Background: an optimization exercise with open tools, aiming at small area. Do not read the settings as production practice.
Only simulation tests tie the RTL to the original design; equivalence was not proved.
No activity file was given, so power comes from the tool's default toggle rates.

$ cat flow/design.v
module BASYS3(CLK,rst,OCP,IPS,IR,COLOR,SQUARE, RESET, ENCOL,ENPWM, CTRLF, CTRLR, CLICK_LEFT, CLICK_RIGHT,
    RED,GRN,BLU,S0,S1,S2,S3, LED, PWMA,PWMB,PWMSERVO, DIR1,DIR2,DIR3,DIR4, RELAY, ENABLE,seg,
    REG_LEDS);
input CLK, rst, OCP, IPS, IR, COLOR,SQUARE, RESET, ENCOL, ENPWM, CTRLF, CTRLR, CLICK_LEFT, CLICK_RIGHT;
output RED,GRN,BLU,S0,S1,S2,S3, PWMA,PWMB,PWMSERVO, RELAY, DIR1,DIR2,DIR3,DIR4;
output [3:0] ENABLE;
output [6:0] seg;
output [6:0] LED;
output [8:0] REG_LEDS;
wire OCSIG = ~OCP;
wire IPSSIG = ~IPS;
reg FOUND, FINISH;
reg [7:0] tb_r;
reg [3:0] tb_h;
reg [6:0] tb_s;
wire tb_rw = (tb_r == 8'd249);
always @(posedge CLK) begin
    if (rst) begin
        tb_r <= 0; tb_h <= 0; tb_s <= 0;
    end else begin
        tb_r <= tb_rw ? 8'd0 : tb_r + 8'd1;
        if (tb_rw) begin
            tb_h <= tb_h + 4'd1;
            tb_s <= (tb_s == 7'd124) ? 7'd0 : tb_s + 7'd1;
        end
    end
end
wire [4:0] tb_m32 = tb_r[4:0] - {tb_h, 1'b0} - {tb_h[2:0], 2'b00};
wire TICK = (tb_m32 == 5'd16);
reg PWM;
always @(posedge CLK) begin
    if (rst | FOUND | FINISH)
        PWM <= 0;
    else
        PWM <= ~tb_h[3] | (tb_h == 4'd8 && tb_r == 8'd0);
end
wire pwm_out = PWM & (ENPWM | CTRLF | CTRLR) & ~OCSIG;
assign PWMA = pwm_out;
assign PWMB = pwm_out;
reg [15:0] oc_d;
reg RELAY;
wire [15:0] oc_d1 = oc_d + {15'd0, OCSIG};
wire oc_above = (oc_d1 >= 16'd18311);
always @(posedge CLK) begin
    if (rst) begin
        oc_d <= 0; RELAY <= 0;
    end else begin
        oc_d <= oc_d1 + {15'd0, oc_above};
        RELAY <= oc_above;
    end
end
reg [11:0] c_del;
reg [2:0] c_out;
reg [2:0] c_prev;    
wire c_wrap = (c_del == 12'd1830);
always @(posedge CLK) begin
    if (rst | ~ENCOL) begin
        c_del <= 0; c_out <= 0;
    end else begin
        c_del <= c_wrap ? 12'd0 : c_del + 12'd1;
        if (c_wrap) c_out <= c_out + 3'd1;
    end
end
always @(posedge CLK) begin
    if (rst) c_prev <= 0;
    else c_prev <= c_out;
end
wire ph1 = (c_prev == 3'd1), ph3 = (c_prev == 3'd3), ph5 = (c_prev == 3'd5);
assign RED = ph1;
assign GRN = ph3;
assign BLU = ph5;
assign S0 = ph1 | ph3 | ph5;
assign S1 = 1'b0;
reg S2, S3;
always @(posedge CLK) begin
    if (rst) begin
        S2 <= 0; S3 <= 0;
    end else if (c_out == 3'd1) begin
        S2 <= 0; S3 <= 0;
    end else if (c_out == 3'd3) begin
        S2 <= 1; S3 <= 1;
    end else if (c_out == 3'd5) begin
        S2 <= 0; S3 <= 1;
    end
end
reg R_dig, G_dig, B_dig;
always @(posedge CLK) begin
    if (rst | (c_out == 3'd0)) begin
        R_dig <= 0; G_dig <= 0; B_dig <= 0;
    end else begin
        if (c_out == 3'd1 && COLOR) R_dig <= 1;
        if (c_out == 3'd3 && COLOR) G_dig <= 1;
        if (c_out == 3'd5 && COLOR) B_dig <= 1;
    end
end
reg old_sig;
reg [10:0] cnt_r, cnt_g, cnt_b;
wire edge_sq = SQUARE ^ old_sig;
always @(posedge CLK) old_sig <= SQUARE;
always @(posedge CLK) begin
    if (rst | (c_out == 3'd0)) begin
        cnt_r <= 0; cnt_g <= 0; cnt_b <= 0;
    end else if (edge_sq) begin
        if (c_out == 3'd1) cnt_r <= cnt_r + 11'd1;
        if (c_out == 3'd3) cnt_g <= cnt_g + 11'd1;
        if (c_out == 3'd5) cnt_b <= cnt_b + 11'd1;
    end
end
wire dec_r = (cnt_r > cnt_g) && (cnt_r > cnt_b) && (cnt_r > 11'd1000) && (cnt_g < 11'd800);
wire dec_b = (cnt_b > cnt_g) && (cnt_b > 11'd650);
wire dec_g = (cnt_g > 11'd500) && (cnt_g > cnt_b) && (cnt_r < 11'd1000);
wire ph7 = (c_prev == 3'd7);
wire REDin = ph7 & dec_r & R_dig;
wire BLUin = ph7 & ~dec_r & dec_b & B_dig;
wire GRNin = ph7 & ~dec_r & ~dec_b & dec_g & G_dig;
reg [1:0] FF2, FF3, FF4;
reg [2:0] FILL;
reg [15:0] WAIT;
always @(posedge CLK) begin
    if (rst | ~FOUND) WAIT <= 0;
    else WAIT <= WAIT + 16'd1;
end
reg [1:0] f1, f2, f3, f4;
reg [2:0] fl;
reg fo, fi;
always @(*) begin
    f1 = {GRNin | BLUin, REDin | BLUin};
    f2 = FF2; f3 = FF3; f4 = FF4; fl = FILL; fo = FOUND; fi = FINISH;
    if (RESET) begin
        f1 = 0; f2 = 0; f3 = 0; f4 = 0; fl = 0; fo = 0; fi = 0;
    end
    if (fl < 3 && f1 != f2 && f1 != f3 && f1 != f4) begin
        fl = fl + 3'd1;
        f4 = f3; f3 = f2; f2 = f1;
    end else if (fl >= 3) begin
        if (f1 == f4 && f1 != 0) begin
            fo = 1;
            fl = fl + 3'd1;
            f4 = f3; f3 = f2; f2 = 0;
        end
        if (WAIT >= 16'd54932)
            fo = 0;
        if (fl >= 6) begin
            fl = 6;
            fi = 1;
        end
    end
end
always @(posedge CLK) begin
    if (rst) begin
        FF2 <= 0; FF3 <= 0; FF4 <= 0; FILL <= 0; FOUND <= 0; FINISH <= 0;
    end else begin
        FF2 <= f2; FF3 <= f3; FF4 <= f4; FILL <= fl; FOUND <= fo; FINISH <= fi;
    end
end
function [2:0] onehot;
    input [1:0] c;
    onehot = {c == 2'd1, c == 2'd2, c == 2'd3};
endfunction
assign REG_LEDS = {onehot(FF2), onehot(FF3), onehot(FF4)};
assign LED = {FOUND, FINISH, SQUARE, IR, IPSSIG, OCSIG, COLOR};
reg PWMSERVO;
wire sv_r = FOUND & REDin, sv_g = FOUND & GRNin, sv_b = FOUND & BLUin;
always @(posedge CLK) begin
    if (rst)
        PWMSERVO <= 0;
    else
        PWMSERVO <= (sv_r && (tb_s < 7'd15 || (tb_s == 7'd15 && tb_r < 8'd155)))
                  | (sv_g && (tb_s < 7'd5  || (tb_s == 7'd5  && tb_r < 8'd233)))
                  | (sv_b && (tb_s < 7'd2  || (tb_s == 7'd2  && tb_r < 8'd202)));
end
localparam M_OFF = 3'd0, M_DEF = 3'd1, M_RED = 3'd2, M_GRN = 3'd3, M_BLU = 3'd4, M_HERE = 3'd5;
reg [2:0] mode;
reg [7:0] dg;
always @(posedge CLK) begin
    if (rst) begin
        mode <= M_OFF; dg <= 8'd195;
    end else if (TICK) begin
        dg <= (dg == 8'd195) ? 8'd0 : dg + 8'd1;
        if (FOUND)
            mode <= (REDin | GRNin | BLUin) ? M_HERE : M_DEF;
        else
            mode <= REDin ? M_RED : GRNin ? M_GRN : BLUin ? M_BLU : M_DEF;
    end
end
localparam dash = 7'b0111111;
localparam H=  7'b0001001;
localparam R = 7'b1001110;
localparam E = 7'b0000110;
localparam D = 7'b0100001;
localparam B = 7'b0000011;
localparam L = 7'b1000111;
localparam U = 7'b1000001;
localparam G = 7'b0010000;
localparam N = 7'b1001000;
wire [1:0] quad = (dg <= 8'd49) ? 2'd0 : (dg <= 8'd98) ? 2'd1 : (dg <= 8'd147) ? 2'd2 : 2'd3;
reg [3:0] ENABLE;
reg [6:0] seg;
always @(*) begin
    case (quad)
        2'd0: ENABLE = 4'b0111;
        2'd1: ENABLE = 4'b1011;
        2'd2: ENABLE = 4'b1101;
        default: ENABLE = 4'b1110;
    endcase
    seg = dash;
    case (mode)
        M_OFF: ENABLE = 4'b1111;
        M_RED: case (quad) 2'd0: seg = R; 2'd1: seg = E; 2'd2: seg = D; default: seg = dash; endcase
        M_GRN: case (quad) 2'd0: seg = G; 2'd1: seg = R; 2'd2: seg = N; default: seg = dash; endcase
        M_BLU: case (quad) 2'd0: seg = B; 2'd1: seg = L; 2'd2: seg = U; default: seg = E; endcase
        M_HERE: case (quad) 2'd0: seg = H; 2'd1: seg = E; 2'd2: seg = R; default: seg = E; endcase
        default: ENABLE = 4'b0000;
    endcase
end
reg STARTA, STARTB;
reg [15:0] DDEL;
reg sa, sb;
reg [15:0] dd;
always @(*) begin
    sa = STARTA | IPSSIG | ~CLICK_LEFT;
    sb = STARTB | IR | ~CLICK_RIGHT;
    dd = DDEL + {15'd0, sa | sb};
    if (dd >= 16'd61035) begin
        dd = 0; sa = 0; sb = 0;
    end
end
always @(posedge CLK) begin
    if (rst) begin
        DDEL <= 0; STARTA <= 0; STARTB <= 0;
    end else begin
        DDEL <= dd; STARTA <= sa; STARTB <= sb;
    end
end
reg d1r, d4r;
always @(posedge CLK) begin
    if (rst)
        {d1r, d4r} <= 2'b11;
    else case ({STARTA, STARTB, CTRLF, CTRLR})
        4'b1000: {d1r, d4r} <= (DDEL <= 16'd24414) ? 2'b00 : (DDEL <= 16'd51880) ? 2'b10 : 2'b11;
        4'b1100: {d1r, d4r} <= (DDEL <= 16'd24414) ? 2'b00 : (DDEL <= 16'd51880) ? 2'b01 : 2'b11;
        4'b1001: {d1r, d4r} <= 2'b00;
        4'b0001: {d1r, d4r} <= 2'b00;
        4'b0100: {d1r, d4r} <= (DDEL <= 16'd18311) ? 2'b00 : (DDEL <= 16'd54932) ? 2'b01 : 2'b11;
        default: {d1r, d4r} <= 2'b11;
    endcase
end
assign DIR1 = d1r;
assign DIR2 = ~d1r;
assign DIR3 = ~d4r;
assign DIR4 = d4r;
endmodule
$ cat flow/run.sh
#!/bin/bash
# synth_recipe.tcl (not shown) runs the flow's synth.tcl, then flattens the netlist and writes it again
# the make line also repeats each setting of config.mk as NAME=value (left out here)
make -C /OpenROAD-flow-scripts/flow DESIGN_CONFIG=/design/flow/config.mk WORK_HOME=/design/flow/orfs CLKGATE_MAP_FILE= SYNTH_SCRIPT=/design/flow/synth_recipe.tcl finish
$ cat flow/config.mk
export PLATFORM = sky130hd
export DESIGN_NAME = BASYS3
export DESIGN_NICKNAME = BASYS3
export VERILOG_FILES = /design/flow/design.v
export SDC_FILE = /design/flow/constraint.sdc
export NUM_CORES = 4
export LEC_CHECK = 0
export ABC_AREA = 1
export CAP_MARGIN = 20
export CORE_MARGIN = 2
export CORE_UTILIZATION = 40
export SLEW_MARGIN = 20
$ cat flow/constraint.sdc
create_clock -name core_clock -period 10.0 [get_ports {CLK}]
set_input_delay 2.0000 -clock core_clock [delete_from_list [all_inputs] [get_ports {CLK}]]
set_output_delay 2.0000 -clock core_clock [all_outputs]
set_load 0.01 [all_outputs]
==> results.json, run 1 <==
{
  "grt_max_degree": 37,
  "worstSetupPathType": "input port to flip-flop",
  "htree_levels": 4,
  "cts_made_buffers": 17,
  "cpMostUsedCell": "nand2_1",
  "firstDrtPassIters": 5,
  "wirelength_um": 21100,
  "io_buffers": 54,
  "drtIter0Drc": 405,
  "worst_setup_path_end_kind": "flip-flop",
  "n_fill_cell": 2329,
  "worst_slew_pin_slew_ps": 598,
  "syn_inst": 1346,
  "place_congestion": 0.890,
  "wl_per_cell_um": 12.2,
  "grt_use_total_pct": 17.9,
  "row_count": 56,
  "fin_nets": 1492,
  "route.met2.wl_um": 9380,
  "synth_edf_count": 0,
  "syn_to_final_growth_pct": 15.0,
  "hold_class": "flip-flop to flip-flop",
  "start_util_pct": 40.7,
  "die_h_um": 159,
  "grt-ovfl-total": 0,
  "hold_viol": 0,
  "vias": 8446,
  "drc": 0,
  "grt_setup_unrepaired": "no",
  "core_area_sq_um": 23500,
  "fin_crit_ps": 5630,
  "io_pins": 56,
  "synth_warnings": 1,
  "clkSinkCount": 153,
  "ys_seq_elements": 153,
  "route.met3.wl_um": 822,
  "peakVddDrop_mv": 0.0701,
  "clk_pin_slew_ps": 70,
  "outcome": "no timing/DRC/antenna violations",
  "postSynthAreaPerCell_sq_um": 7.10,
  "slowest_stage": "clkdlybuf4s50_1",
  "slew-limit-headroom_pct": 60.0,
  "antenna_found_initial": 0,
  "clk_latency_ps": 440,
  "ys_seq_area_share_pct": 32.1,
  "drt-met1-wl_um": 10500,
  "worst-path-max-fanout": 5,
  "power.density_nw_per_um2": 120,
  "clockRootBuffer": "clkbuf_16",
  "ant_nets": 0,
  "async_flop_share_pct": 0,
  "cp_slowest_stage_delay_ps": 400,
  "syn_area_sq_um": 9550,
  "layout-drive-gt1-share_pct": 7.16,
  "antennaDiodeCount": 0,
  "tns_ps": 0,
  "syn-num-nets": 1441,
  "final_cell_mix": "204 x inv_1, 200 x nand2_1, 176 x nor2_1",
  "startpoint_type": "input port",
  "yosysUniqueCellTypes": 60,
  "cap_violations": 0,
  "cts_max_path_buffers": 2,
  "postCtsSetupRepairBufs": 0,
  "critPathArrivalTime_ps": 5990,
  "vias_per_cell": 4.88,
  "grt_pass1_wl_um": 36500,
  "worst_clock_skew_ps": 16.7,
  "layout_commonest_cell": "inv_1",
  "fin_cells": 1729,
  "ys.flop_type": "dfxtp_1",
  "cts_hold_buf": 0,
  "setup_viol": 0,
  "cts_tree": "yes",
  "fin_crit_sh_pct": 56.3,
  "grt_pass1_vias": 7920,
  "drv_slew": 0,
  "die_x_um": 159,
  "crit_required_ps": 10360,
  "dp_hpwl_um": 16100,
  "cts_resized": 0,
  "dp_cells": 1697,
  "fmax_mhz": 178,
  "leakagePower_nw": 4.48,
  "dr.max_layer_used": "met4",
  "dieArea_sq_um": 25100
}
path summary, 6_finish.rpt:
path / startpoint / end / slack (ps) / cells past startpoint
max: OCP / oc_d[14] / 4370 / 30
min: WAIT[0] / WAIT[0] / 440 / 1
max reg2reg: oc_d[0] / oc_d[14] / 6150 / 28
min reg2reg: WAIT[0] / WAIT[0] / 440 / 1
per-layer routing:
metal	up-vias	global-route usage [%]
met5	-	0
met4	0	5.58
met3	26	3.76
met2	125	29.2
met1	3782	23.7
li1	4513	-
flip-flops by register name, summed over array words and instances (netlist names), 3 cells and up:
signal  cells
dg          8
cnt_r      11
mode        3
c_out       3
c_del      12
c_prev      3
tb_r        8
tb_s        7
cnt_b      11
WAIT       16
FILL        3
cnt_g      11
oc_d       16
tb_h        4
DDEL       16
through the flow:
| stage | power [mW] | hold WS, ps | utilization [%] | instance area [sq um] | setup WS (ps) |
|---|---|---|---|---|---|
| 6_report | 1.32 | 445 | 46.8 | 11000 | 4370 |
| 3_3_place_gp | 0.682 | 434 | 44.2 | 10400 | 3930 |
| 2_1_floorplan | 0.664 | 417 | - | 9550 | 4850 |
| 3_5_place_dp | 0.682 | 436 | 44.2 | 10400 | 3890 |
| 5_1_grt | 1.37 | 490 | 46.8 | 11000 | 3740 |
| 4_1_cts | 1.34 | 452 | 46.8 | 11000 | 4350 |
report_power, final:
part           total (mW)  switching, mW  internal (mW)
Sequential          0.618        0.00413          0.614
Clock               0.648          0.310          0.338
Combinational      0.0497         0.0290         0.0207
Yosys cell counts, types with 13 or more instances:
| master | count | share of area [%] |
|---|---|---|
| xor2_1 | 26 | 2.4 |
| nor3_1 | 44 | 2.3 |
| nand4_1 | 16 | 1.0 |
| a21oi_1 | 102 | 5.3 |
| dfxtp_1 | 153 | 32 |
| ha_1 | 79 | 10 |
| inv_2 | 14 | 0.55 |
| nand3_1 | 63 | 3.3 |
| o21ai_0 | 77 | 4.0 |
| nor2_1 | 176 | 6.9 |
| nor3b_1 | 13 | 1.0 |
| nand2_1 | 200 | 7.9 |
| inv_1 | 204 | 8.0 |
critical path, delay by kind of cell:
family / cells / cell delay (ps)
compound gates: 3 / 310
xor+xnor: 1 / 190
fa+ha+maj: 4 / 670
buf+inv: 4 / 640
simple gates: 18 / 2180
area by class of cell:
type | instances | area (sq um) | area share, %
multi-input cells | 945 | 5520 | 50.3
clock inverters | 15 | 174 | 1.58
flip-flops and latches | 153 | 3060 | 27.9
inverters | 223 | 837 | 7.62
repair buffers | 57 | 563 | 5.13
clock buffers | 17 | 425 | 3.87
well taps | 319 | 399 | 3.64
kinds of logic after synthesis:
family / Yosys count / synth area share (%)
simple gates: 580 / 28.9
other cells: 1 / 0.0393
flops: 153 / 32.1
buf+inv: 248 / 10.2
fa+ha+maj: 81 / 10.8
compound gates: 247 / 14.7
xor+xnor: 36 / 3.30
==> run 2: changes to the inputs <==
--- a/flow/config.mk
+++ b/flow/config.mk
@@ -7,3 +7,2 @@
 export LEC_CHECK = 0
-export ABC_AREA = 1
 export CAP_MARGIN = 20
==> results.json, run 2 <==
{
  "dp_hpwl_um": 14800,
  "clockRootBuffer": "clkbuf_16",
  "grt_max_degree": 43,
  "final_util_pct": 46.3,
  "drtIter0Drc": 400,
  "syn_to_final_growth_pct": 14.7,
  "worst_setup_path_end_kind": "output pin",
  "yosys-top-cells-count": "165 x nor2_1, 153 x dfxtp_1, 86 x nand2_1",
  "yosysUniqueCellTypes": 86,
  "layout_commonest_cell": "nor2_1",
  "io_buffers": 54,
  "power.density_nw_per_um2": 123,
  "layout-drive-gt1-share_pct": 6.76,
  "vias_per_cell": 5.11,
  "worst_slew_pin_slew_ps": 676,
  "holdWs_ps": 455,
  "synth_warnings": 1,
  "synth_edf_count": 0,
  "final_cell_mix": "165 x nor2_1, 153 x dfxtp_1, 86 x nand2_1",
  "hold_class": "flip-flop to flip-flop",
  "r2r_cells": 14,
  "pre_cts_ws_ps": 4410,
  "die_h_um": 157,
  "drv_slew": 0,
  "tns_ps": 0,
  "ys_seq_elements": 153,
  "core_area_sq_um": 23300,
  "fin_crit_sh_pct": 53.0,
  "slew-limit-headroom_pct": 54.5,
  "setup_slack_ps": 4700,
  "cts_tree": "yes",
  "slowest_stage": "clkdlybuf4s50_1",
  "fmax_mhz": 189,
  "hold_viol": 0,
  "synth_most_common_cell": "nor2_1",
  "wl_per_cell_um": 13.3,
  "row_count": 56,
  "cpMostUsedCell": "clkdlybuf4s50_1",
  "cts_max_path_buffers": 2,
  "yosys.area.top_type": "dfxtp_1",
  "crit_chain": "clkdlybuf4s50_1 -> o311a_1 -> clkdlybuf4s50_1",
  "syn_area_sq_um": 9390,
  "die_x_um": 157,
  "syn_inst": 1138,
  "min_path_cells": 1,
  "cap_violations": 0,
  "async_flop_share_pct": 0,
  "grt_use_total_pct": 16.9,
  "grt_pass1_vias": 7140,
  "grt_setup_unrepaired": "no",
  "firstDrtPassIters": 5,
  "ant_nets": 0,
  "clk_latency_ps": 420,
  "cts_made_buffers": 17,
  "drc": 0,
  "cts_resized": 0,
  "synth_top_area_share_pct": 32.6,
  "antenna_found_initial": 0,
  "fin_nets": 1267,
  "top_regs": "DDEL (16), WAIT (16), oc_d (16)",
  "dp_cells": 1472,
  "peakVddDrop_mv": 0.104,
  "syn-num-nets": 1233,
  "critPathArrivalTime_ps": 3300,
  "startpoint_type": "input port",
  "cp_slowest_stage_delay_ps": 480,
  "clkSinkCount": 153,
  "worstSetupPathType": "input port to output pin",
  "setup_viol": 0,
  "worst_clock_skew_ps": 12.6,
  "wirelength_um": 20100,
  "postCtsSetupRepairBufs": 0,
  "vias": 7692,
  "dieArea_sq_um": 24700,
  "ys_seq_area_share_pct": 32.6,
  "place_congestion": 0.816,
  "fin_crit_ps": 5300,
  "clk_pin_slew_ps": 60,
  "grt-ovfl-total": 0,
  "crit_required_ps": 8000,
  "outcome": "no timing/DRC/antenna violations",
  "leakagePower_nw": 3.95,
  "fin_cells": 1504,
  "postSynthAreaPerCell_sq_um": 8.25,
  "htree_levels": 4,
  "ys.flop_type": "dfxtp_1",
  "cts_hold_buf": 0,
  "grt_pass1_wl_um": 34300,
  "io_pins": 56,
  "netlist_top_cells_area": "dfxtp_1 33%, ha_1 11%, nor2_1 6.6%",
  "worst-path-max-fanout": 4,
  "start_util_pct": 40.3
}
==> run 2: logic make-up (layout without fill, tap and decap cells) <==
logic type                 count (synthesis)  count (layout)  share of synthesized area [%]
xor gates and xnor gates                 118             118                           11.1
DFF                                      153             153                           32.6
AOI/OAI and AO/OA                        184             184                           13.8
adders and majority gates                 81              81                           11.0
buffers and inverters                    113             159                           4.91
muxes                                     14              14                           1.49
other                                      1               2                         0.0400
and+or+nand+nor                          474             474                           25.1
==> run 2: per-stage QoR <==
stage                     instance area [sq um]  total power [mW]
after global placement                    10200             0.685
after global routing                      10800              1.38
after detailed placement                  10200             0.685
after floorplan                            9390             0.666
after CTS                                 10800              1.35
final                                     10800              1.33
==> run 2: power by group <==
part / switching, mW / internal, mW
logic: 0.0274 / 0.0221
registers: 0.00710 / 0.614
clock network: 0.265 / 0.393
==> run 2: worst paths after layout <==
check,from,to,slack [ps]
setup / recovery,CTRLR,PWMA,4700
hold / removal,WAIT[0],WAIT[0],450
setup reg to reg,STARTB,DDEL[9],6440
hold reg to reg,WAIT[0],WAIT[0],450
==> run 2: metal layers <==
metal	track usage, %	up-vias	wire [um]
li1	-	3998	-
met1	23.6	3554	10400
met2	26.5	119	8740
met3	2.95	21	670
met4	5.58	0	290
met5	0	-	0
==> run 2: layout make-up <==
cell class / count / area (sq um)
clock buffer: 17 / 425
inverter: 67 / 251
multi-input combinational: 872 / 5870
antenna: 1 / 2.50
timing repair buffer: 61 / 588
fill: 2303 / 12500
sequential: 153 / 3060
clock inverter: 14 / 171
tap: 319 / 399
==> run 2: worst max-delay path, delay by kind of cell <==
kind                   cells  cell delay [ps]
AOI/OAI and AO/OA          1              360
buffers and inverters      2              930
==> run 3: changes to the inputs <==
--- a/flow/design.v
+++ b/flow/design.v
@@ -41,4 +41,5 @@
 reg RELAY;
-wire [15:0] oc_d1 = oc_d + {15'd0, OCSIG};
-wire oc_above = (oc_d1 >= 16'd18311);
+wire oc_above = (OCSIG & (oc_d == 16'd18310)) | ((oc_d >= 16'd18311) & ~(OCSIG & (&oc_d)));
+wire oc_c1 = (oc_d[0] & OCSIG) | (oc_d[0] & oc_above) | (OCSIG & oc_above);
+wire [14:0] oc_up = oc_d[15:1] + {14'd0, oc_c1};
 always @(posedge CLK) begin
@@ -47,3 +48,3 @@
     end else begin
-        oc_d <= oc_d1 + {15'd0, oc_above};
+        oc_d <= {oc_up, oc_d[0] ^ OCSIG ^ oc_above};
         RELAY <= oc_above;
@@ -54,3 +55,3 @@
 reg [2:0] c_prev;    
-wire c_wrap = (c_del == 12'd1830);
+wire c_wrap = (c_del == 12'h3d0);    
 always @(posedge CLK) begin
@@ -59,3 +60,3 @@
     end else begin
-        c_del <= c_wrap ? 12'd0 : c_del + 12'd1;
+        c_del <= c_wrap ? 12'd0 : {c_del[10:0], ~(c_del[11] ^ c_del[5] ^ c_del[3] ^ c_del[0])};
         if (c_wrap) c_out <= c_out + 3'd1;
@@ -120,3 +121,3 @@
     if (rst | ~FOUND) WAIT <= 0;
-    else WAIT <= WAIT + 16'd1;
+    else WAIT <= {WAIT[14:0], ~(WAIT[15] ^ WAIT[14] ^ WAIT[12] ^ WAIT[3])};
 end
@@ -140,3 +141,3 @@
         end
-        if (WAIT >= 16'd54932)
+        if (FOUND ? (WAIT == 16'hf75f) : WAIT[1])
             fo = 0;
@@ -216,20 +217,27 @@
 reg STARTA, STARTB;
-reg [15:0] DDEL;
-reg sa, sb;
-reg [15:0] dd;
-always @(*) begin
-    sa = STARTA | IPSSIG | ~CLICK_LEFT;
-    sb = STARTB | IR | ~CLICK_RIGHT;
-    dd = DDEL + {15'd0, sa | sb};
-    if (dd >= 16'd61035) begin
-        dd = 0; sa = 0; sb = 0;
-    end
-end
-always @(posedge CLK) begin
-    if (rst) begin
+reg [15:0] DDEL;     
+reg gt18311, gt24414, gt51880, gt54932;
+wire sa0 = STARTA | IPSSIG | ~CLICK_LEFT;
+wire sb0 = STARTB | IR | ~CLICK_RIGHT;
+wire d_inc = sa0 | sb0;
+wire d_end = d_inc && (DDEL == 16'h6812);    
+always @(posedge CLK) begin
+    if (rst | d_end) begin
         DDEL <= 0; STARTA <= 0; STARTB <= 0;
-    end else begin
-        DDEL <= dd; STARTA <= sa; STARTB <= sb;
-    end
-end
+        gt18311 <= 0; gt24414 <= 0; gt51880 <= 0; gt54932 <= 0;
+    end else begin
+        if (d_inc) begin
+            DDEL <= {DDEL[14:0], ~(DDEL[15] ^ DDEL[14] ^ DDEL[12] ^ DDEL[3])};
+            if (DDEL == 16'hf630) gt18311 <= 1;
+            if (DDEL == 16'h2e32) gt24414 <= 1;
+            if (DDEL == 16'hb0bc) gt51880 <= 1;
+            if (DDEL == 16'hf75f) gt54932 <= 1;
+        end
+        STARTA <= sa0; STARTB <= sb0;
+    end
+end
+wire le24414 = ~gt24414;
+wire le51880 = ~gt51880;
+wire le18311 = ~gt18311;
+wire le54932 = ~gt54932;
 reg d1r, d4r;
@@ -239,7 +247,7 @@
     else case ({STARTA, STARTB, CTRLF, CTRLR})
-        4'b1000: {d1r, d4r} <= (DDEL <= 16'd24414) ? 2'b00 : (DDEL <= 16'd51880) ? 2'b10 : 2'b11;
-        4'b1100: {d1r, d4r} <= (DDEL <= 16'd24414) ? 2'b00 : (DDEL <= 16'd51880) ? 2'b01 : 2'b11;
+        4'b1000: {d1r, d4r} <= le24414 ? 2'b00 : le51880 ? 2'b10 : 2'b11;
+        4'b1100: {d1r, d4r} <= le24414 ? 2'b00 : le51880 ? 2'b01 : 2'b11;
         4'b1001: {d1r, d4r} <= 2'b00;
         4'b0001: {d1r, d4r} <= 2'b00;
-        4'b0100: {d1r, d4r} <= (DDEL <= 16'd18311) ? 2'b00 : (DDEL <= 16'd54932) ? 2'b01 : 2'b11;
+        4'b0100: {d1r, d4r} <= le18311 ? 2'b00 : le54932 ? 2'b01 : 2'b11;
         default: {d1r, d4r} <= 2'b11;
==> flow/flow/run.sh (new file) <==
#!/bin/bash
# The standard ORFS layout with area-saving changes:
#  - synthesis mapped for area (flow/synth_area.tcl, flow/area.abc),
#  - minimum-size port buffers,
#  - CTS with small clock buffers and no dummy loads,
#  - power recovery (downsizing of gates with slack) after global routing.
# Each step's full output goes to its own log file here and under orfs/logs.
set -euo pipefail
cd "$(dirname "$0")/.."
W=$PWD
export AREA_ABC_SCRIPT=$W/flow/area.abc
bash standard.sh synth SYNTH_SCRIPT=$W/flow/synth_area.tcl > $W/flow_synth.log 2>&1
bash standard.sh finish \
  BUFFER_PORTS_ARGS="-buffer_cell sky130_fd_sc_hd__buf_1" \
  CTS_ARGS="-sink_clustering_enable -repair_clock_nets -dont_use_dummy_load -buf_list sky130_fd_sc_hd__clkbuf_4 -sink_clustering_size 20" \
  RECOVER_POWER=100 > $W/flow_finish.log 2>&1
==> flow/flow/area.abc (new file) <==
strash; &get -n; &fraig -x; &put; scorr; dc2; strash; &get -n; &synch2; &nf -R 1000; &put; strash; &get -n; &dch -f; &nf -R 1000; &put
==> flow/flow/synth_area.tcl (new file) <==
# The standard synthesis (synth_recipe.tcl), mapped for area: full adders are
# not extracted into ha/fa cells and ABC maps with flow/area.abc instead of the
# delay-driven speed script. Registers are mapped exactly as in the standard run.
proc synth {args} { yosys synth -nofsm -noshare {*}$args }
proc extract_fa {args} { puts "extract_fa skipped" }
proc abc {args} {
  set keep {}
  set skip 0
  foreach a $args {
    if {$skip} { set skip 0; continue }
    if {$a eq "-script" || $a eq "-constr" || $a eq "-D"} { set skip 1; continue }
    lappend keep $a
  }
  yosys abc -script $::env(AREA_ABC_SCRIPT) {*}$keep
}
source $::env(SCRIPTS_DIR)/synth.tcl
# left out here: clear keep_hierarchy, flatten, clean up, hide names made inside functions, write 1_2_yosys.v
==> flow/standard.sh (new file) <==
#!/bin/bash
# synth_recipe.tcl (not shown) runs the flow's synth.tcl, then flattens the netlist and writes it again
# the make line also repeats each setting of config.mk as NAME=value (left out here)
make -C /OpenROAD-flow-scripts/flow DESIGN_CONFIG=/design/flow/config.mk WORK_HOME=/design/flow/orfs CLKGATE_MAP_FILE= SYNTH_SCRIPT=/design/flow/synth_recipe.tcl "${@:-finish}"
removed: flow/run.sh
==> results.json, run 3 <==
{
  "slowest_stage": "clkbuf_1",
  "syn_inst": 837,
  "htree_levels": 4,
  "postCtsSetupRepairBufs": 0,
  "place_congestion": 0.815,
  "clkSinkCount": 157,
  "synth_most_common_cell": "dfxtp_1",
  "wl_per_cell_um": 12.8,
  "hold_class": "flip-flop to flip-flop",
  "violations": "capacitance limit, slew limit",
  "power.density_nw_per_um2": 124,
  "yosys.area.top_type": "dfxtp_1",
  "final_cell_mix": "157 x dfxtp_1, 106 x nor2_1, 79 x a21oi_1",
  "die_h_um": 135,
  "fin_crit_sh_pct": 48.0,
  "syn_area_sq_um": 6880,
  "worst_slew_pin_slew_ps": 1690,
  "io_buffers": 54,
  "crit_chain": "clkbuf_2 -> clkbuf_1 -> nor2b_1 -> nor3_2 -> clkbuf_1 -> o21bai_1 -> a21oi_1",
  "grt_pass1_wl_um": 24900,
  "crit_required_ps": 10390,
  "yosysUniqueCellTypes": 50,
  "grt-ovfl-total": 0,
  "drc": 0,
  "vias_per_cell": 5.20,
  "worst_setup_path_end_kind": "flip-flop",
  "slew-limit-headroom_pct": -12.8,
  "wirelength_um": 14400,
  "startpoint_type": "input port",
  "peakVddDrop_mv": 0.0899,
  "async_flop_share_pct": 0,
  "ant_nets": 0,
  "layout_commonest_cell": "dfxtp_1",
  "worst-path-max-fanout": 36,
  "drv_slew": 73,
  "firstDrtPassIters": 4,
  "p_total_mw": 0.921,
  "worst_clock_skew_ps": 37.1,
  "die_x_um": 135,
  "leakagePower_nw": 2.57,
  "postSynthAreaPerCell_sq_um": 8.22,
  "syn-num-nets": 851,
  "clk_latency_ps": 530,
  "core_area_sq_um": 16700,
  "cts_tree": "yes",
  "clk_pin_slew_ps": 120,
  "worstSetupPathType": "input port to flip-flop",
  "fmax_mhz": 209,
  "grt_setup_unrepaired": "no",
  "dieArea_sq_um": 18300,
  "cts_hold_buf": 0,
  "final_util_pct": 44.6,
  "cp_slowest_stage_delay_ps": 1200,
  "row_count": 47,
  "outcome": "finished with violations",
  "synth_edf_count": 0,
  "hold_viol": 0,
  "clockRootBuffer": "clkbuf_4",
  "dp_hpwl_um": 10200,
  "tns_ps": 0,
  "cts_max_path_buffers": 2,
  "grt_max_degree": 37,
  "setup_viol": 0,
  "holdWs_ps": 454,
  "critPathArrivalTime_ps": 5180,
  "cpMostUsedCell": "clkbuf_1",
  "n_fill_cell": 1729,
  "antenna_found_initial": 1,
  "fin_nets": 919,
  "grt_pass1_vias": 5389,
  "start_util_pct": 41.2,
  "vias": 5842,
  "io_pins": 56,
  "synth_top_area_share_pct": 45.7,
  "ys.flop_type": "dfxtp_1",
  "grt_use_total_pct": 16.6,
  "drtIter0Drc": 292,
  "ys_seq_area_share_pct": 45.7,
  "cap_violations": 2,
  "ys_seq_elements": 157,
  "cts_made_buffers": 17,
  "syn_to_final_growth_pct": 8.27,
  "synth_warnings": 1,
  "layout-drive-gt1-share_pct": 2.33,
  "top_regs": "DDEL (16), WAIT (16), oc_d (16)",
  "yosys-top-cells-count": "157 x dfxtp_1, 106 x nor2_1, 79 x a21oi_1",
  "netlist_top_cells_area": "dfxtp_1 46%, nor2_1 5.8%, a21oi_1 5.7%",
  "fin_crit_ps": 4800,
  "cts_resized": 0
}
run 3: changes by cell type in the layout (fill, tap and decap cells not counted), moves of 37 or more:
| cell | delta |
|---|---|
| ha_1 | -79 |
| inv_1 | -64 |
| nor2_1 | -59 |
| buf_1 | +53 |
| clkdlybuf4s50_1 | -53 |
| xor2_1 | -49 |
| and2_0 | +47 |
| nand3_1 | -38 |
| xnor2_1 | -38 |
| nor3_1 | +37 |
run 3: critical path: cells and delay by family:
family | cells | cell delay [ps]
buf+inv | 3 | 2410
simple gates | 2 | 440
compound gates | 2 | 300
run 3: cells by family (layout without fill, tap and decap cells):
family / count (synthesis) / count (layout) / synth area share (%)
AO/OA/AOI/OAI: 190 / 190 / 16.6
flip-flops: 157 / 157 / 45.7
multiplexers: 4 / 4 / 0.582
AND/OR/NAND/NOR: 420 / 420 / 30.7
adder cells (fa/ha/maj): 2 / 2 / 0.291
other: 1 / 2 / 0.0545
buffers and inverters: 33 / 99 / 2.29
XOR/XNOR: 30 / 30 / 3.82
run 3: final cells by class:
class / count / area (sq um) / area share (%)
Sequential cell: 157 / 3140 / 42.2
Clock buffer: 17 / 128 / 1.71
Timing Repair Buffer: 58 / 226 / 3.04
Antenna cell: 1 / 2.50 / 0.0336
Tap cell: 220 / 275 / 3.69
Multi-Input combinational cell: 647 / 3590 / 48.1
Inverter: 24 / 90.1 / 1.21
run 3: routing by layer:
layer | routed length (um) | vias up | track usage (%) | part of all wire (%)
met5 | 0 | - | 0 | 0
met4 | 126 | 0 | 4.17 | 0.88
met3 | 523 | 6 | 4.23 | 3.6
met2 | 6440 | 92 | 26.1 | 45
met1 | 7310 | 2622 | 22.8 | 51
li1 | - | 3122 | - | -
run 3: through the flow:
step / worst slack (ps) / instances / area (sq um)
final: 5200 / 1124 / 7450
after global placement: 5180 / 1106 / 7330
after global routing: 4840 / 1124 / 7450
after detailed placement: 5100 / 1106 / 7330
after CTS: 5390 / 1123 / 7460
after floorplan: 5460 / 837 / 6880
run 3: final timing paths:
kind | from | endpoint | slack [ps] | depth (start not counted)
worst min register to register | WAIT[4] | WAIT[5] | 450 | 1
worst max-delay path | rst | cnt_b[9] | 5200 | 7
worst min-delay path | WAIT[4] | WAIT[5] | 450 | 1
worst max register to register | cnt_b[2] | FF2[1] | 5460 | 18
run 3: power by group:
group	leakage (nW)	internal (mW)	switching, mW
sequential	1.27	0.629	0.00484
combinational	1.22	0.00866	0.0177
clock	0.0782	0.0779	0.183
total	2.57	0.716	0.205
==> run 4: changes to the inputs <==
--- a/flow/design.v
+++ b/flow/design.v
@@ -52,17 +52,19 @@
 end
-reg [11:0] c_del;
-reg [2:0] c_out;
-reg [2:0] c_prev;    
+reg [11:0] c_del;     
+reg [2:0] c_prev;     
+reg c_en;             
+wire [2:0] c_out = ~c_en ? 3'd0 : (c_del == 12'd0) ? c_prev + 3'd1 : c_prev;
 wire c_wrap = (c_del == 12'h3d0);    
 always @(posedge CLK) begin
-    if (rst | ~ENCOL) begin
-        c_del <= 0; c_out <= 0;
-    end else begin
+    if (rst | ~ENCOL)
+        c_del <= 0;
+    else
         c_del <= c_wrap ? 12'd0 : {c_del[10:0], ~(c_del[11] ^ c_del[5] ^ c_del[3] ^ c_del[0])};
-        if (c_wrap) c_out <= c_out + 3'd1;
-    end
-end
-always @(posedge CLK) begin
-    if (rst) c_prev <= 0;
-    else c_prev <= c_out;
+end
+always @(posedge CLK) begin
+    if (rst) begin
+        c_prev <= 0; c_en <= 0;
+    end else begin
+        c_prev <= c_out; c_en <= ENCOL;
+    end
 end
@@ -117,3 +119,2 @@
 reg [1:0] FF2, FF3, FF4;
-reg [2:0] FILL;
 reg [15:0] WAIT;
@@ -124,17 +125,18 @@
 reg [1:0] f1, f2, f3, f4;
-reg [2:0] fl;
-reg fo, fi;
+reg fo, fi, early;
 always @(*) begin
     f1 = {GRNin | BLUin, REDin | BLUin};
-    f2 = FF2; f3 = FF3; f4 = FF4; fl = FILL; fo = FOUND; fi = FINISH;
+    f2 = FF2; f3 = FF3; f4 = FF4; fo = FOUND; fi = FINISH;
+    early = (FF4 == 2'd0) & ~FINISH;
     if (RESET) begin
-        f1 = 0; f2 = 0; f3 = 0; f4 = 0; fl = 0; fo = 0; fi = 0;
-    end
-    if (fl < 3 && f1 != f2 && f1 != f3 && f1 != f4) begin
-        fl = fl + 3'd1;
-        f4 = f3; f3 = f2; f2 = f1;
-    end else if (fl >= 3) begin
+        f1 = 0; f2 = 0; f3 = 0; f4 = 0; fo = 0; fi = 0; early = 1;
+    end
+    if (early) begin
+        if (f1 != f2 && f1 != f3 && f1 != 2'd0) begin
+            f4 = f3; f3 = f2; f2 = f1;
+        end
+    end else begin
         if (f1 == f4 && f1 != 0) begin
             fo = 1;
-            fl = fl + 3'd1;
+            if (f2 == 2'd0 && f3 == 2'd0) fi = 1;
             f4 = f3; f3 = f2; f2 = 0;
@@ -143,13 +145,9 @@
             fo = 0;
-        if (fl >= 6) begin
-            fl = 6;
-            fi = 1;
-        end
-    end
-end
-always @(posedge CLK) begin
-    if (rst) begin
-        FF2 <= 0; FF3 <= 0; FF4 <= 0; FILL <= 0; FOUND <= 0; FINISH <= 0;
-    end else begin
-        FF2 <= f2; FF3 <= f3; FF4 <= f4; FILL <= fl; FOUND <= fo; FINISH <= fi;
+    end
+end
+always @(posedge CLK) begin
+    if (rst) begin
+        FF2 <= 0; FF3 <= 0; FF4 <= 0; FOUND <= 0; FINISH <= 0;
+    end else begin
+        FF2 <= f2; FF3 <= f3; FF4 <= f4; FOUND <= fo; FINISH <= fi;
     end
==> flow/flow/run.sh (replaced) <==
#!/bin/bash
# The standard ORFS layout with area-saving changes:
#  - synthesis mapped for area (flow/synth_area.tcl, flow/area.abc),
#  - minimum-size port buffers,
#  - CTS with clkbuf_4/clkbuf_8 buffers and no dummy loads.
# Each step's full output goes to its own log file here and under orfs/logs.
set -euo pipefail
cd "$(dirname "$0")/.."
W=$PWD
export AREA_ABC_SCRIPT=$W/flow/area.abc
bash standard.sh synth SYNTH_SCRIPT=$W/flow/synth_area.tcl > $W/flow_synth.log 2>&1
bash standard.sh finish \
  BUFFER_PORTS_ARGS="-buffer_cell sky130_fd_sc_hd__buf_1" \
  CTS_ARGS="-sink_clustering_enable -repair_clock_nets -dont_use_dummy_load -buf_list {sky130_fd_sc_hd__clkbuf_4 sky130_fd_sc_hd__clkbuf_8} -sink_clustering_size 20"
==> flow/flow/area.abc (replaced) <==
strash; &get -n; &fraig -x; &put; scorr; dc2; strash; &get -n; &deepsyn -T 60; &synch2; &nf -R 1000; &put; strash; &get -n; &dch -f; &nf -R 1000; &put; strash; &get -n; &dch -f; &nf -R 1000; &put; strash; &get -n; &dch -f; &nf -R 1000; &put; strash; &get -n; &dch -f; &nf -R 1000; &put;
==> results.json, run 4 <==
{
  "rrSetupSlack_ps": 5460,
  "intPower_mw": 0.773,
  "worst_clock_skew_ps": 21.3,
  "cp_slowest_stage_delay_ps": 250,
  "dr.max_layer_used": "met4",
  "cts_resized": 0,
  "clk_pin_slew_ps": 80,
  "async_flop_share_pct": 0,
  "clkPwrFrac_pct": 34.3,
  "path_buf_inv": 2,
  "clk_latency_ps": 440,
  "grt_pass1_vias": 5089,
  "ant_nets": 0,
  "cts_made_buffers": 17,
  "clockRootBuffer": "clkbuf_8",
  "min_path_cells": 1,
  "dp_cells": 1006,
  "fin_crit_sh_pct": 51.7,
  "start_util_pct": 40.6,
  "crit_required_ps": 10310,
  "cpMostUsedCell": "and3_1",
  "firstDrtPassIters": 5,
  "startpoint_type": "input port",
  "yosysUniqueCellTypes": 52,
  "final_cell_mix": "152 x dfxtp_1, 87 x nor2_1, 65 x a21oi_1",
  "top_regs": "DDEL (16), WAIT (16), oc_d (16)",
  "hold_viol": 0,
  "ys.flop_type": "dfxtp_1",
  "yosys.area.top_type": "dfxtp_1",
  "crit_chain": "buf_1 -> clkinv_1 -> nor2_1 -> o21ai_0 -> nand3_1 -> nor2_1 -> nor3_1 -> o21bai_1 -> and2_0 -> and3_1 -> and3_1 -> and2_0 -> and3_1 -> and3_1 -> and3_1 -> and2_0 -> and3_1 -> a21oi_1 -> xnor2_1 -> nor2_1",
  "place_area_sq_um": 6870,
  "grt_max_degree": 53,
  "fin_cells": 1023,
  "register_area_sq_um": 3040,
  "place_congestion": 0.803,
  "setup_viol": 0,
  "peakVddDrop_mv": 0.0990,
  "power_frac_comb_pct": 3.6,
  "wl_per_cell_um": 13.3,
  "fin_nets": 823,
  "slowest_stage": "and3_1",
  "dp_hpwl_um": 9750,
  "min_to": "FOUND",
  "ys_seq_elements": 152,
  "layout_commonest_cell": "dfxtp_1",
  "worst-path-max-fanout": 5,
  "outcome": "no timing/DRC/antenna violations",
  "grt_setup_unrepaired": "no",
  "synth_top_area_share_pct": 47.3,
  "core_area_sq_um": 15800,
  "ys_seq_area_share_pct": 47.3,
  "p_sw_share_pct": 22.0,
  "syn-num-nets": 756,
  "cts_tree": "yes",
  "multi_input_area_sq_um": 3210,
  "dieArea_sq_um": 17100,
  "vias": 5468,
  "crit_family": "simple AND/OR/NAND/NOR gates",
  "row_count": 46,
  "postCtsSetupRepairBufs": 0,
  "netlist_top_cells_area": "dfxtp_1 47%, a21oi_1 5.1%, nor2_1 5.1%",
  "r2r_cells": 18,
  "worstSetupPathType": "input port to flip-flop",
  "power.density_nw_per_um2": 140,
  "switching_power_mw": 0.218,
  "synth_edf_count": 0,
  "layout-drive-gt1-share_pct": 2.85,
  "wirelength_um": 13600,
  "route.met2.wl_um": 6350,
  "antennaDiodeCount": 0,
  "hp-start": "WAIT[1]",
  "tns_ps": 0,
  "slew-limit-headroom_pct": 39.3,
  "worst_setup_path_end_kind": "flip-flop",
  "grt_use_total_pct": 16.6,
  "postSynthAreaPerCell_sq_um": 8.67,
  "r2r-start": "cnt_b[1]",
  "fmax_mhz": 193,
  "yosys-top-cells-count": "152 x dfxtp_1, 87 x nor2_1, 66 x a21oi_1",
  "worst_slew_pin_slew_ps": 907,
  "clkSinkCount": 152,
  "drt-met1-wl_um": 6520,
  "syn_inst": 742,
  "htree_levels": 4,
  "antenna_found_initial": 0,
  "cap_violations": 0,
  "io_buffers": 54,
  "syn_to_final_growth_pct": 10.5,
  "syn_area_sq_um": 6430,
  "grt_pass1_wl_um": 22900,
  "die_x_um": 131,
  "seq_power_share_pct": 62.2,
  "drc": 0,
  "hold_class": "flip-flop to flip-flop",
  "drv_slew": 0,
  "reg2reg_to": "FF3[1]",
  "fin_crit_ps": 5170,
  "cts_hold_buf": 0,
  "synth_warnings": 1,
  "die_h_um": 131,
  "n_fill_cell": 1574,
  "route.met3.wl_um": 524,
  "io_pins": 56,
  "leakagePower_nw": 2.52,
  "drtIter0Drc": 360,
  "fin_area_sq_um": 7100,
  "critPathArrivalTime_ps": 5490,
  "grt-ovfl-total": 0,
  "synth_most_common_cell": "dfxtp_1",
  "vias_per_cell": 5.35,
  "cts_max_path_buffers": 2
}
## run 4: cell types whose count changed after synthesis, moves of 7 or more
cell	previous run	this run
a22o_1	0	19
a21oi_1	79	66
o21ai_0	43	24
nor2_1	106	87
nor2b_1	25	14
nand2_1	72	33
o21a_1	3	12
clkinv_1	24	31
xnor2_1	21	13
## run 4: layout make-up
class	instances	area share [%]
Clock buffer	17	3.29
Sequential cell	152	42.8
Inverter	31	1.64
Multi-Input combinational cell	550	45.2
Timing Repair Buffer	57	3.19
Tap cell	216	3.80
## run 4: worst max-delay path by stage
stage	start	to	depth (start not counted)
floorplan	OCP	oc_d[0]	19
global placement	OCP	oc_d[0]	20
detailed placement	OCP	oc_d[0]	20
CTS	OCP	oc_d[0]	20
global route	OCP	oc_d[0]	20
finish	OCP	oc_d[0]	20
## run 4: power groups by stage
| stage | clock [mW] | sequential, mW | combinational (mW) |
|---|---|---|---|
| 5_1_grt | 0.374 | 0.617 | 0.0405 |
| 6_report | 0.340 | 0.616 | 0.0354 |
| 4_1_cts | 0.353 | 0.616 | 0.0358 |
| 2_1_floorplan | 0 | 0.629 | 0.0237 |
| 3_5_place_dp | 0 | 0.630 | 0.0356 |
| 3_3_place_gp | 0 | 0.630 | 0.0348 |
## run 4: cells by family (layout without fill, tap and decap cells)
kind of cell / Yosys count / in the layout / share of synthesized area [%]
xor+xnor: 20 / 20 / 2.72
compound gates: 188 / 188 / 19.1
mux: 3 / 3 / 0.467
fa+ha+maj: 3 / 3 / 0.467
other cells: 1 / 1 / 0.0583
simple gates: 335 / 335 / 27.0
flops: 152 / 152 / 47.3
buf+inv: 40 / 105 / 2.86
## run 4: routing by layer
metal	GRT usage (%)	vias up
met5	0	-
met4	6.76	0
met3	4.40	16
met2	26.5	100
met1	21.5	2528
li1	-	2824
## run 4: through the flow
stage                     setup slack [ps]  power (mW)  hold slack [ps]  utilization (%)
after detailed placement              4370       0.666              439             43.4
after global placement                4510       0.665              438             43.4
final                                 4830       0.991              451             44.9
after CTS                             4850        1.01              451             44.9
after floorplan                       4920       0.653              407                -
after global routing                  4450        1.03              483             44.9
==> run 5: changes to the inputs <==
--- a/flow/design.v
+++ b/flow/design.v
@@ -52,7 +52,7 @@
 end
-reg [11:0] c_del;     
+reg [10:0] c_del;     
 reg [2:0] c_prev;     
 reg c_en;             
-wire [2:0] c_out = ~c_en ? 3'd0 : (c_del == 12'd0) ? c_prev + 3'd1 : c_prev;
-wire c_wrap = (c_del == 12'h3d0);    
+wire [2:0] c_out = ~c_en ? 3'd0 : (c_del == 11'd0) ? c_prev + 3'd1 : c_prev;
+wire c_wrap = (c_del == 11'h213);    
 always @(posedge CLK) begin
@@ -61,3 +61,3 @@
     else
-        c_del <= c_wrap ? 12'd0 : {c_del[10:0], ~(c_del[11] ^ c_del[5] ^ c_del[3] ^ c_del[0])};
+        c_del <= c_wrap ? 11'd0 : {c_del[9:0], ~(c_del[10] ^ c_del[8])};
 end
==> flow/flow/area.abc (replaced) <==
strash; &get -n; &fraig -x; &put; scorr; dc2; strash; &get -n; &deepsyn -J 100 -T 200; &synch2; &nf -R 1000; &put; strash; &get -n; &dch -f; &nf -R 1000; &put; strash; &get -n; &dch -f; &nf -R 1000; &put; strash; &get -n; &dch -f; &nf -R 1000; &put; strash; &get -n; &dch -f; &nf -R 1000; &put;
==> results.json, run 5 <==
{
  "cap_violations": 0,
  "ys_seq_area_share_pct": 47.7,
  "synth_top_area_share_pct": 47.7,
  "core_area_sq_um": 15700,
  "ys.flop_type": "dfxtp_1",
  "cts_tree": "yes",
  "power.density_nw_per_um2": 140,
  "r2r-start": "cnt_b[0]",
  "r2r_cells": 19,
  "worst_clock_skew_ps": 18.0,
  "synthAdderAreaFrac_pct": 1.26,
  "p_sw_share_pct": 21.8,
  "worst_slew_pin_slew_ps": 943,
  "yosysUniqueCellTypes": 54,
  "yosys-top-cells-count": "151 x dfxtp_1, 74 x nor2_1, 65 x a21oi_1",
  "outcome": "no timing/DRC/antenna violations",
  "grt_use_total_pct": 16.4,
  "peakVddDrop_mv": 0.0713,
  "clk_latency_ps": 440,
  "dieArea_sq_um": 16900,
  "syn_inst": 720,
  "layout_commonest_cell": "dfxtp_1",
  "clk_pin_slew_ps": 80,
  "antennaDiodeCount": 0,
  "crit_required_ps": 10390,
  "min_path_cells": 2,
  "firstDrtPassIters": 5,
  "place_area_sq_um": 6780,
  "synth_top_family_by_area": "simple AND/OR/NAND/NOR gates",
  "switching_power_mw": 0.214,
  "grt_pass1_wl_um": 22400,
  "setup_slack_ps": 4210,
  "worstSetupPathType": "flip-flop to flip-flop",
  "fin_crit_ps": 5790,
  "cts_max_path_buffers": 2,
  "hold_class": "flip-flop to flip-flop",
  "holdWs_ps": 455,
  "hp-start": "gt18311",
  "intPower_mw": 0.768,
  "netlist_top_cells_area": "dfxtp_1 48%, a21oi_1 5.1%, nor3_1 4.8%",
  "yosys.area.top_type": "dfxtp_1",
  "place_congestion": 0.844,
  "path_buf_inv": 0,
  "grt-ovfl-total": 0,
  "drc": 0,
  "cts_hold_buf": 0,
  "fin_crit_sh_pct": 57.9,
  "cpMostUsedCell": "maj3_1",
  "ant_nets": 0,
  "slowest_stage": "nor4bb_1",
  "vias": 5308,
  "synth_edf_count": 0,
  "postSynthAreaPerCell_sq_um": 8.81,
  "dp_hpwl_um": 9480,
  "leakagePower_nw": 2.47,
  "seq_power_share_pct": 62.3,
  "async_flop_share_pct": 0,
  "row_count": 46,
  "startpoint_type": "flip-flop",
  "power_frac_comb_pct": 3.4,
  "clkPwrFrac_pct": 34.2,
  "worst_setup_path_end_kind": "flip-flop",
  "grt_setup_unrepaired": "no",
  "fin_nets": 801,
  "fmax_mhz": 173,
  "cts_made_buffers": 17,
  "yosys.area_share.xor_xnor_pct": 2.49,
  "die_h_um": 130,
  "synth_compound_area_share_pct": 19.4,
  "wl_per_cell_um": 13.2,
  "grt_max_degree": 56,
  "postCtsSetupRepairBufs": 0,
  "ys_seq_elements": 151,
  "die_x_um": 130,
  "hold_viol": 0,
  "wirelength_um": 13200,
  "critPathArrivalTime_ps": 6180,
  "htree_levels": 4,
  "syn-num-nets": 734,
  "top_regs": "DDEL (16), WAIT (16), oc_d (16)",
  "cts_resized": 0,
  "final_util_pct": 44.6,
  "reg2reg_to": "FF3[1]",
  "layout-drive-gt1-share_pct": 2.93,
  "dp_cells": 984,
  "final_cell_mix": "151 x dfxtp_1, 74 x nor2_1, 64 x a21oi_1",
  "syn_area_sq_um": 6340,
  "slew-limit-headroom_pct": 37.0,
  "clkSinkCount": 151,
  "setup_viol": 0,
  "drtIter0Drc": 341,
  "p_total_mw": 0.982,
  "io_pins": 56,
  "pre_cts_ws_ps": 4250,
  "tns_ps": 0,
  "start_util_pct": 40.4,
  "synth_most_common_cell": "dfxtp_1",
  "io_buffers": 54,
  "syn_to_final_growth_pct": 10.6,
  "synthMuxAreaShare_pct": 0.631,
  "crit_family": "adder cells",
  "antenna_found_initial": 0,
  "crit_chain": "nor2b_1 -> maj3_1 -> maj3_1 -> maj3_1 -> maj3_1 -> maj3_1 -> maj3_1 -> maj3_1 -> maj3_1 -> a21oi_1 -> nor3_1 -> nand2b_1 -> nor4bb_1 -> nor2_1 -> o21ai_0 -> nand4_1 -> nor2b_1 -> nor3_1 -> a22o_1",
  "synthSimpleGateAreaFrac_pct": 25.9,
  "grt_pass1_vias": 4799,
  "rrSetupSlack_ps": 4210,
  "clockRootBuffer": "clkbuf_8",
  "cp_slowest_stage_delay_ps": 770,
  "worst-path-max-fanout": 7,
  "vias_per_cell": 5.30,
  "fin_area_sq_um": 7010,
  "synth_warnings": 1,
  "fin_cells": 1001,
  "drv_slew": 0,
  "min_to": "gt18311"
}
run 5: cell count changes after synthesis, moves of 3 or more:
| cell | before | now |
|---|---|---|
| a211oi_1 | 7 | 11 |
| a21o_1 | 0 | 4 |
| a221oi_1 | 4 | 1 |
| a31oi_1 | 10 | 6 |
| and2_0 | 44 | 41 |
| clkinv_1 | 31 | 26 |
| maj3_1 | 3 | 8 |
| nand2_1 | 33 | 25 |
| nor2_1 | 87 | 74 |
| nor4b_1 | 3 | 0 |
| o211ai_1 | 0 | 3 |
| o21ai_0 | 24 | 31 |
run 5: logic make-up after synthesis:
family,Yosys count
adders and majority gates,8
AOI/OAI and AO/OA,192
other,1
muxes,4
and+or+nand+nor,311
DFF,151
buffers and inverters,35
xor gates and xnor gates,18
run 5: worst max-delay path by stage:
| stage | from | endpoint | slack [ps] | cells after the start |
|---|---|---|---|---|
| 2_1_floorplan | cnt_b[1] | FF3[0] | 4770 | 18 |
| 3_5_place_dp | cnt_b[1] | FF3[1] | 4250 | 19 |
| 6_report | cnt_b[0] | FF3[1] | 4210 | 19 |
| 4_1_cts | cnt_b[1] | FF4[1] | 4240 | 19 |
| 3_3_place_gp | cnt_b[1] | FF4[0] | 4450 | 18 |
| 5_1_grt | cnt_b[1] | FF3[0] | 3690 | 19 |
run 5: power groups by stage:
stage               combinational (mW)  sequential [mW]  clock [mW]
floorplan                       0.0223            0.625           0
detailed placement              0.0338            0.626           0
finish                          0.0337            0.612       0.336
global route                    0.0381            0.613       0.376
global placement                0.0332            0.626           0
CTS                             0.0339            0.612       0.352
run 5: final cells by class:
class | count | area (sq um)
repair buffers | 57 | 226
multi-input cells | 534 | 3160
inverters | 26 | 97.6
fillers | 1581 | 8700
well taps | 216 | 270
flip-flops and latches | 151 | 3020
clock buffers | 17 | 234
run 5: metal layers:
layer | GRT usage (%) | wire, um | vias up
li1 | - | - | 2776
met2 | 25.3 | 5910 | 89
met5 | 0 | 0 | -
met3 | 3.69 | 456 | 19
met1 | 22.2 | 6650 | 2424
met4 | 7.15 | 212 | 0
run 5: worst reg2reg max path: cells and delay by family (launching register included):
kind	cells	cell delay, ps
AO/OA/AOI/OAI	3	470
flip-flops	1	410
AND/OR/NAND/NOR	8	2010
adder cells (fa/ha/maj)	8	2860
==> run 6: changes to the inputs <==
--- a/flow/design.v
+++ b/flow/design.v
@@ -52,19 +52,17 @@
 end
-reg [10:0] c_del;     
-reg [2:0] c_prev;     
-reg c_en;             
-wire [2:0] c_out = ~c_en ? 3'd0 : (c_del == 11'd0) ? c_prev + 3'd1 : c_prev;
-wire c_wrap = (c_del == 11'h213);    
-always @(posedge CLK) begin
-    if (rst | ~ENCOL)
-        c_del <= 0;
-    else
-        c_del <= c_wrap ? 11'd0 : {c_del[9:0], ~(c_del[10] ^ c_del[8])};
-end
-always @(posedge CLK) begin
-    if (rst) begin
-        c_prev <= 0; c_en <= 0;
-    end else begin
-        c_prev <= c_out; c_en <= ENCOL;
-    end
+reg [11:0] c_del;
+reg [2:0] c_out;
+reg [2:0] c_prev;    
+wire c_wrap = (c_del == 12'h3d0);    
+always @(posedge CLK) begin
+    if (rst | ~ENCOL) begin
+        c_del <= 0; c_out <= 0;
+    end else begin
+        c_del <= c_wrap ? 12'd0 : {c_del[10:0], ~(c_del[11] ^ c_del[5] ^ c_del[3] ^ c_del[0])};
+        if (c_wrap) c_out <= c_out + 3'd1;
+    end
+end
+always @(posedge CLK) begin
+    if (rst) c_prev <= 0;
+    else c_prev <= c_out;
 end
@@ -215,27 +213,20 @@
 reg STARTA, STARTB;
-reg [15:0] DDEL;     
-reg gt18311, gt24414, gt51880, gt54932;
-wire sa0 = STARTA | IPSSIG | ~CLICK_LEFT;
-wire sb0 = STARTB | IR | ~CLICK_RIGHT;
-wire d_inc = sa0 | sb0;
-wire d_end = d_inc && (DDEL == 16'h6812);    
-always @(posedge CLK) begin
-    if (rst | d_end) begin
+reg [15:0] DDEL;
+reg sa, sb;
+reg [15:0] dd;
+always @(*) begin
+    sa = STARTA | IPSSIG | ~CLICK_LEFT;
+    sb = STARTB | IR | ~CLICK_RIGHT;
+    dd = DDEL + {15'd0, sa | sb};
+    if (dd >= 16'd61035) begin
+        dd = 0; sa = 0; sb = 0;
+    end
+end
+always @(posedge CLK) begin
+    if (rst) begin
         DDEL <= 0; STARTA <= 0; STARTB <= 0;
-        gt18311 <= 0; gt24414 <= 0; gt51880 <= 0; gt54932 <= 0;
-    end else begin
-        if (d_inc) begin
-            DDEL <= {DDEL[14:0], ~(DDEL[15] ^ DDEL[14] ^ DDEL[12] ^ DDEL[3])};
-            if (DDEL == 16'hf630) gt18311 <= 1;
-            if (DDEL == 16'h2e32) gt24414 <= 1;
-            if (DDEL == 16'hb0bc) gt51880 <= 1;
-            if (DDEL == 16'hf75f) gt54932 <= 1;
-        end
-        STARTA <= sa0; STARTB <= sb0;
-    end
-end
-wire le24414 = ~gt24414;
-wire le51880 = ~gt51880;
-wire le18311 = ~gt18311;
-wire le54932 = ~gt54932;
+    end else begin
+        DDEL <= dd; STARTA <= sa; STARTB <= sb;
+    end
+end
 reg d1r, d4r;
@@ -245,7 +236,7 @@
     else case ({STARTA, STARTB, CTRLF, CTRLR})
-        4'b1000: {d1r, d4r} <= le24414 ? 2'b00 : le51880 ? 2'b10 : 2'b11;
-        4'b1100: {d1r, d4r} <= le24414 ? 2'b00 : le51880 ? 2'b01 : 2'b11;
+        4'b1000: {d1r, d4r} <= (DDEL <= 16'd24414) ? 2'b00 : (DDEL <= 16'd51880) ? 2'b10 : 2'b11;
+        4'b1100: {d1r, d4r} <= (DDEL <= 16'd24414) ? 2'b00 : (DDEL <= 16'd51880) ? 2'b01 : 2'b11;
         4'b1001: {d1r, d4r} <= 2'b00;
         4'b0001: {d1r, d4r} <= 2'b00;
-        4'b0100: {d1r, d4r} <= le18311 ? 2'b00 : le54932 ? 2'b01 : 2'b11;
+        4'b0100: {d1r, d4r} <= (DDEL <= 16'd18311) ? 2'b00 : (DDEL <= 16'd54932) ? 2'b01 : 2'b11;
         default: {d1r, d4r} <= 2'b11;
==> flow/flow/area.abc (replaced) <==
strash; &get -n; &fraig -x; &put; scorr; dc2; strash; &get -n; &synch2; &nf -R 1000; &put; strash; &get -n; &dch -f; &nf -R 1000; &put; strash; &get -n; &dch -f; &nf -R 1000; &put; strash; &get -n; &dch -f; &nf -R 1000; &put; strash; &get -n; &dch -f; &nf -R 1000; &put;
==> results.json, run 6 <==
{
  "min_to": "c_del[11]",
  "top_regs": "DDEL (16), WAIT (16), oc_d (16)",
  "tns_ps": 0,
  "yosys.area.top_type": "dfxtp_1",
  "fin_crit_ps": 4620,
  "cpMostUsedCell": "buf_1",
  "dieArea_sq_um": 17800,
  "layout_commonest_cell": "dfxtp_1",
  "worst_clock_skew_ps": 26.3,
  "cp_slowest_stage_delay_ps": 370,
  "grt_max_degree": 37,
  "cts_tree": "yes",
  "syn_to_final_growth_pct": 10.2,
  "drtIter0Drc": 418,
  "grt_busiest_layer": "met2",
  "n_fill_cell": 1677,
  "synth_most_common_cell": "dfxtp_1",
  "grt_use_total_pct": 16.8,
  "startpoint_type": "input port",
  "layout-drive-gt1-share_pct": 2.62,
  "syn-num-nets": 826,
  "yosysUniqueCellTypes": 53,
  "register_area_sq_um": 3000,
  "netlist_top_cells_area": "dfxtp_1 45%, a21oi_1 6.1%, nor2_1 5.9%",
  "cts_resized": 0,
  "ys.flop_type": "dfxtp_1",
  "postSynthAreaPerCell_sq_um": 8.23,
  "drv_slew": 0,
  "synth_warnings": 1,
  "fin_crit_sh_pct": 46.2,
  "r2r-start": "cnt_r[7]",
  "row_count": 47,
  "path_buf_inv": 2,
  "hold_viol": 0,
  "dp_hpwl_um": 10500,
  "postCtsSetupRepairBufs": 0,
  "slew-limit-headroom_pct": 34.6,
  "syn_inst": 812,
  "worstSetupStartpoint": "CTRLF",
  "ant_nets": 0,
  "worst_slew_pin_slew_ps": 973,
  "cap_violations": 0,
  "ys_seq_area_share_pct": 44.9,
  "cts_max_path_buffers": 2,
  "vias_per_cell": 5.36,
  "peakVddDrop_mv": 0.0802,
  "reg2reg_to": "FF3[0]",
  "hp-start": "c_del[10]",
  "grt_pass1_vias": 5245,
  "crit_required_ps": 8000,
  "syn_area_sq_um": 6680,
  "place_congestion": 0.839,
  "fmax_mhz": 217,
  "grt_use_met1_pct": 23.0,
  "cts_made_buffers": 17,
  "power.density_nw_per_um2": 132,
  "wirelength_um": 14700,
  "setup_slack_ps": 5380,
  "grt_setup_unrepaired": "no",
  "wl_per_cell_um": 13.4,
  "globalRouteMet2Util_pct": 26.4,
  "antenna_found_initial": 0,
  "synth_edf_count": 0,
  "io_buffers": 54,
  "setup_viol": 0,
  "grt_pass1_wl_um": 24700,
  "htree_levels": 4,
  "slowest_stage": "o311a_1",
  "ys_seq_elements": 150,
  "async_flop_share_pct": 0,
  "clkSinkCount": 150,
  "core_area_sq_um": 16500,
  "clockRootBuffer": "clkbuf_8",
  "drc": 0,
  "grt-ovfl-total": 0,
  "crit_chain": "buf_1 -> o311a_1 -> buf_1",
  "start_util_pct": 40.6,
  "r2r_cells": 14,
  "yosys-top-cells-count": "150 x dfxtp_1, 105 x nor2_1, 81 x a21oi_1",
  "vias": 5888,
  "firstDrtPassIters": 4,
  "cts_hold_buf": 0,
  "antennaDiodeCount": 0,
  "crit_family": "compound AO/OA/AOI/OAI gates",
  "worst-path-max-fanout": 4,
  "hold_class": "flip-flop to flip-flop",
  "clk_latency_ps": 440,
  "worstSetupPathType": "input port to output pin",
  "met3_usage_pct": 3.46,
  "leakagePower_nw": 2.69,
  "io_pins": 56,
  "critPathArrivalTime_ps": 2620,
  "holdWs_ps": 462,
  "rrSetupSlack_ps": 5990,
  "die_x_um": 133,
  "clk_pin_slew_ps": 70,
  "multi_input_area_sq_um": 3500,
  "pre_cts_ws_ps": 5080,
  "worst_setup_path_end_kind": "output pin",
  "synth_top_area_share_pct": 44.9,
  "die_h_um": 133,
  "final_cell_mix": "150 x dfxtp_1, 105 x nor2_1, 81 x a21oi_1",
  "fin_nets": 894,
  "min_path_cells": 1,
  "outcome": "no timing/DRC/antenna violations"
}
## run 6: changes by cell type in the layout (fill, tap and decap cells not counted), moves of 8 or more
cell and delta:
nor2_1 +31, o21ai_0 +30, and3_1 +22, a21oi_1 +17, a22o_1 -17, nor2b_1 +11
and2_0 -10, nand2_1 +10, maj3_1 -8, o21a_1 -8
## run 6: area by class of cell
type | count | share of cell area [%]
multi-input combinational | 623 | 47.6
sequential | 150 | 40.8
tap | 220 | 3.74
clock buffer | 17 | 3.18
timing repair buffer | 58 | 3.18
inverter | 30 | 1.53
## run 6: how the worst max path moves through the flow
stage / end / slack, ps / depth (start not counted)
2_1_floorplan: PWMB / 5460 / 2
3_3_place_gp: oc_d[15] / 5180 / 14
3_5_place_dp: oc_d[15] / 5080 / 14
4_1_cts: PWMB / 5390 / 3
5_1_grt: oc_d[15] / 5240 / 14
6_report: PWMB / 5380 / 3
## run 6: cell families after synthesis
| logic type | synth area share (%) |
|---|---|
| muxes | 0.169 |
| xor gates and xnor gates | 3.41 |
| other | 0.0561 |
| AOI/OAI and AO/OA | 20.6 |
| DFF | 44.9 |
| and+or+nand+nor | 28.1 |
| buffers and inverters | 2.70 |
## run 6: metrics by stage
| stage | cell area, sq um | cells | power [mW] | utilization, % |
|---|---|---|---|---|
| CTS | 7360 | 1098 | 0.989 | 44.7 |
| global placement | 7130 | 1081 | 0.649 | 43.3 |
| global route | 7360 | 1098 | 1.01 | 44.7 |
| floorplan | 6680 | 812 | 0.638 | - |
| finish | 7360 | 1098 | 0.974 | 44.7 |
| detailed placement | 7130 | 1081 | 0.649 | 43.3 |
## run 6: routing by layer
layer / routed length [um] / vias to the layer above
li1: - / 3107
met1: 7490 / 2642
met2: 6390 / 119
met3: 539 / 20
met4: 246 / 0
met5: 0 / -
## run 6: where the power goes
group,internal (mW),switching [mW]
logic,0.00976,0.0178
registers,0.602,0.00555
clock network,0.150,0.189

[what the ideal ports hide]
In the flow no input, the clock included, has a driving cell. The finished layouts below were timed again as built, in two steps.
Step 1 sets driving cells, clkbuf_16 on the clock port and buf_2 on the other inputs (assumed; they add their load-dependent delay and slew).
Step 2 also shifts input and output timing later by t, the mid clock arrival at the registers, as if the neighbouring blocks saw the same clock.
a / b / c = no drivers / after step 1 / after step 2; a / b = the first two.
| run | shift t [ns] | setup slack, ns | slew at the worst register clock pin (ns) | worst data-port slew with drivers (ns) |
|---|---|---|---|---|
| run 1 | 0.471 | 4.370 / 4.390 / 3.919 | 0.08 / 0.08 | 0.03 |
| run 2 | 0.466 | 4.703 / 4.671 / 4.371 | 0.06 / 0.07 | 0.03 |
| run 3 | 0.552 | 5.205 / 5.223 / 4.671 | 0.13 / 0.13 | 0.03 |
| run 4 | 0.466 | 4.828 / 4.840 / 4.374 | 0.08 / 0.08 | 0.04 |
| run 5 | 0.469 | 4.206 / 4.206 / 4.206 | 0.08 / 0.08 | 0.03 |
| run 6 | 0.467 | 5.384 / 5.363 / 5.082 | 0.08 / 0.08 | 0.04 |
For run 3, which loses most, drivers alone change the setup slack by +0.018 ns; drivers and shift together by -0.534 ns.
